Context: an optimization exercise on an open-source flow, tuned for small area, a short achievable clock period and few clock cycles per item. The choices shown serve that exercise and are no tape-out recipe. Only simulation tests tie the RTL to the original design; equivalence was not proved.

## build 63
// RSA
module RSA #(
    parameter WIDTH = 16
)(
    input clk,
    input reset,
    input [WIDTH-1:0] Data,
    input [5:0] Key,
    input [WIDTH-1:0] N,
    output [WIDTH-1:0] Result,
    output Done
);
Settings: LEC_CHECK=0, ABC_AREA=1, CAP_MARGIN=20, CORE_MARGIN=2, CORE_UTILIZATION=40, PLACE_DENSITY=0.6, SLEW_MARGIN=20, SYNTH_HIERARCHICAL=1; clock period 145.0 ns.
standard.sh (not shown) runs the stock make flow with config.mk's settings and CLKGATE_MAP_FILE= SYNTH_SCRIPT=/design/flow/synth_recipe.tcl, a recipe that flattens the netlist after the stock synthesis.
==> flow/flow/run.sh <==
#!/bin/bash
# The standard layout with two changes; registers and constraints unchanged.
#  - Synthesis (hierarchical, as config.mk sets) extracts full/half adder cells
#    only in the top module RSA.  The small SRT-step and fix-up modules
#    (HSTEP, FIXUP in BRam.v) are left to ABC, which maps their short loop
#    much faster than a chain of adder cells.
#  - ORFS's repair_timing steps aim for a setup slack of 115 ns instead of 0,
#    so that sizing and buffering also work on the paths inside the design.
# ORFS's scripts are copied here so that only that one synthesis line differs.
set -euo pipefail
rm -rf scripts_sel
cp -r "$FLOW_HOME/scripts" scripts_sel
sed -i 's/^  extract_fa {\*}\[dont_use_extract_fa_args\]$/  extract_fa {*}[dont_use_extract_fa_args] RSA/' scripts_sel/synth.tcl
grep -q '^  extract_fa {\*}\[dont_use_extract_fa_args\] RSA$' scripts_sel/synth.tcl
bash standard.sh SCRIPTS_DIR="$PWD/scripts_sel" SETUP_SLACK_MARGIN=115 finish > flow_make.log 2>&1
Testbench counts of build 63, summed over its fixed seeds: cycles 9,070, ops 1,200.
Here is what was changed in the inputs of trial 51 compared with build 63.
--- a/flow/design.v
+++ b/flow/design.v
@@ -51,22 +51,22 @@
     wire [3:0] s = Nr[15] ? 4'd0 : Nr[14] ? 4'd1 : Nr[13] ? 4'd2 : Nr[12] ? 4'd3 :
                    Nr[11] ? 4'd4 : Nr[10] ? 4'd5 : Nr[9]  ? 4'd6 : Nr[8]  ? 4'd7 :
                    Nr[7]  ? 4'd8 : Nr[6]  ? 4'd9 : Nr[5]  ? 4'd10 : Nr[4] ? 4'd11 :
                    Nr[3]  ? 4'd12 : Nr[2] ? 4'd13 : Nr[1]  ? 4'd14 : 4'd15;
     wire [15:0] Nn = Nr << s;       
     wire [2:0] msb = Kr[5] ? 3'd5 : Kr[4] ? 3'd4 : Kr[3] ? 3'd3 :
                      Kr[2] ? 3'd2 : Kr[1] ? 3'd1 : 3'd0;
     wire skip = first & (Dr < Nr) & (Kr[5:1] != 5'd0);
     wire me = first ? ~skip : mul;
     wire [2:0] je = first ? (skip ? msb - 3'd1 : msb) : j;
-    wire [15:0] A = (~done & (me | first)) ? ((Kr == 6'd0) ? 16'd1 : Dr) : R;
-    wire [15:0] Bsrc = first ? (skip ? Dr : 16'd1) : (done ? 16'd1 : R);
+    wire [15:0] A = (me | first) ? ((Kr == 6'd0) ? 16'd1 : Dr) : R;
+    wire [15:0] Bsrc = first ? (skip ? Dr : 16'd1) : R;
     wire [15:0] Bn = Bsrc << s;     
     wire [33:0] pp0 = {34{A[0]}} & ({18'd0, Bn} << 0);
     wire [33:0] pp1 = {34{A[1]}} & ({18'd0, Bn} << 1);
     wire [33:0] pp2 = {34{A[2]}} & ({18'd0, Bn} << 2);
     wire [33:0] pp3 = {34{A[3]}} & ({18'd0, Bn} << 3);
     wire [33:0] pp4 = {34{A[4]}} & ({18'd0, Bn} << 4);
     wire [33:0] pp5 = {34{A[5]}} & ({18'd0, Bn} << 5);
     wire [33:0] pp6 = {34{A[6]}} & ({18'd0, Bn} << 6);
     wire [33:0] pp7 = {34{A[7]}} & ({18'd0, Bn} << 7);
     wire [33:0] pp8 = {34{A[8]}} & ({18'd0, Bn} << 8);
@@ -324,15 +324,15 @@
                     j <= je;
                 end else if (je == 3'd0) done <= 1'b1;
                 else begin
                     j <= je - 3'd1;
                     mul <= 1'b0;
                 end
             end
         end
     end
     always @(posedge clk) begin
-        R <= Rn;
+        if (!done) R <= Rn;
     end
     assign Result = R;
     assign Done = done;
 endmodule
--- outcome ---
Trial 51 finished every step from synthesis to the final layout, and the layout passed the timing, design-rule and antenna checks.
Build 63 | stages: all done | timing, DRC, antenna: all pass
Area occupied by registers ends up lower on build 63.
Final clock period utilization by the worst path essentially unchanged between trial 51 and build 63.
On maximum frequency, trial 51 tracks build 63 almost exactly.
Going from build 63 to trial 51, cell count grew slightly.
Compared with build 63, trial 51 shows net count of the finished layout that has gone up slightly.
Looking only at total global-route track usage, and setting everything else aside, the higher value of trial 51 and build 63 goes to trial 51.
Against build 63, trial 51 comes in 0.46 points higher on sequential fraction of total cell area.
Trial 51 against build 63: wire length per cell after detailed routing saw an increase.
Between trial 51 and build 63, the area growth from synthesis to layout is higher for trial 51.
Core util | trial 51 vs build 63 | trial 51 higher
Trial 51 against build 63; via count is up by a few percent.
Testbench counts of trial 51, summed over its fixed seeds: cycles 9,070, ops 1,200.

## separate check: timing with driven ports
The flow's constraints put no driver on any port. The routed layouts listed below were extracted and timed again, unchanged, in two steps.
Step 1 (the two cells are an assumption about what drives the block):
set clk [get_ports {clk}]
set_driving_cell -lib_cell sky130_fd_sc_hd__clkbuf_16 $clk
set_driving_cell -lib_cell sky130_fd_sc_hd__buf_2 [delete_from_list [all_inputs] $clk]
Step 2 also shifts input and output timing later by t, the mid clock arrival at the registers, as if the neighbouring blocks saw the same clock.
Three values: ideal, step 1, step 2; two values: the first two.
| run | t (ns) | slack for setup (ns) | cell pins on the clock port's net |
|---|---|---|---|
| build 63 | 0.367 | 114.999 / 114.964 / 115.085 | 1 |
| trial 51 | 0.359 | 115.006 / 114.968 / 115.086 | 1 |
After both steps every run listed still meets setup and hold.
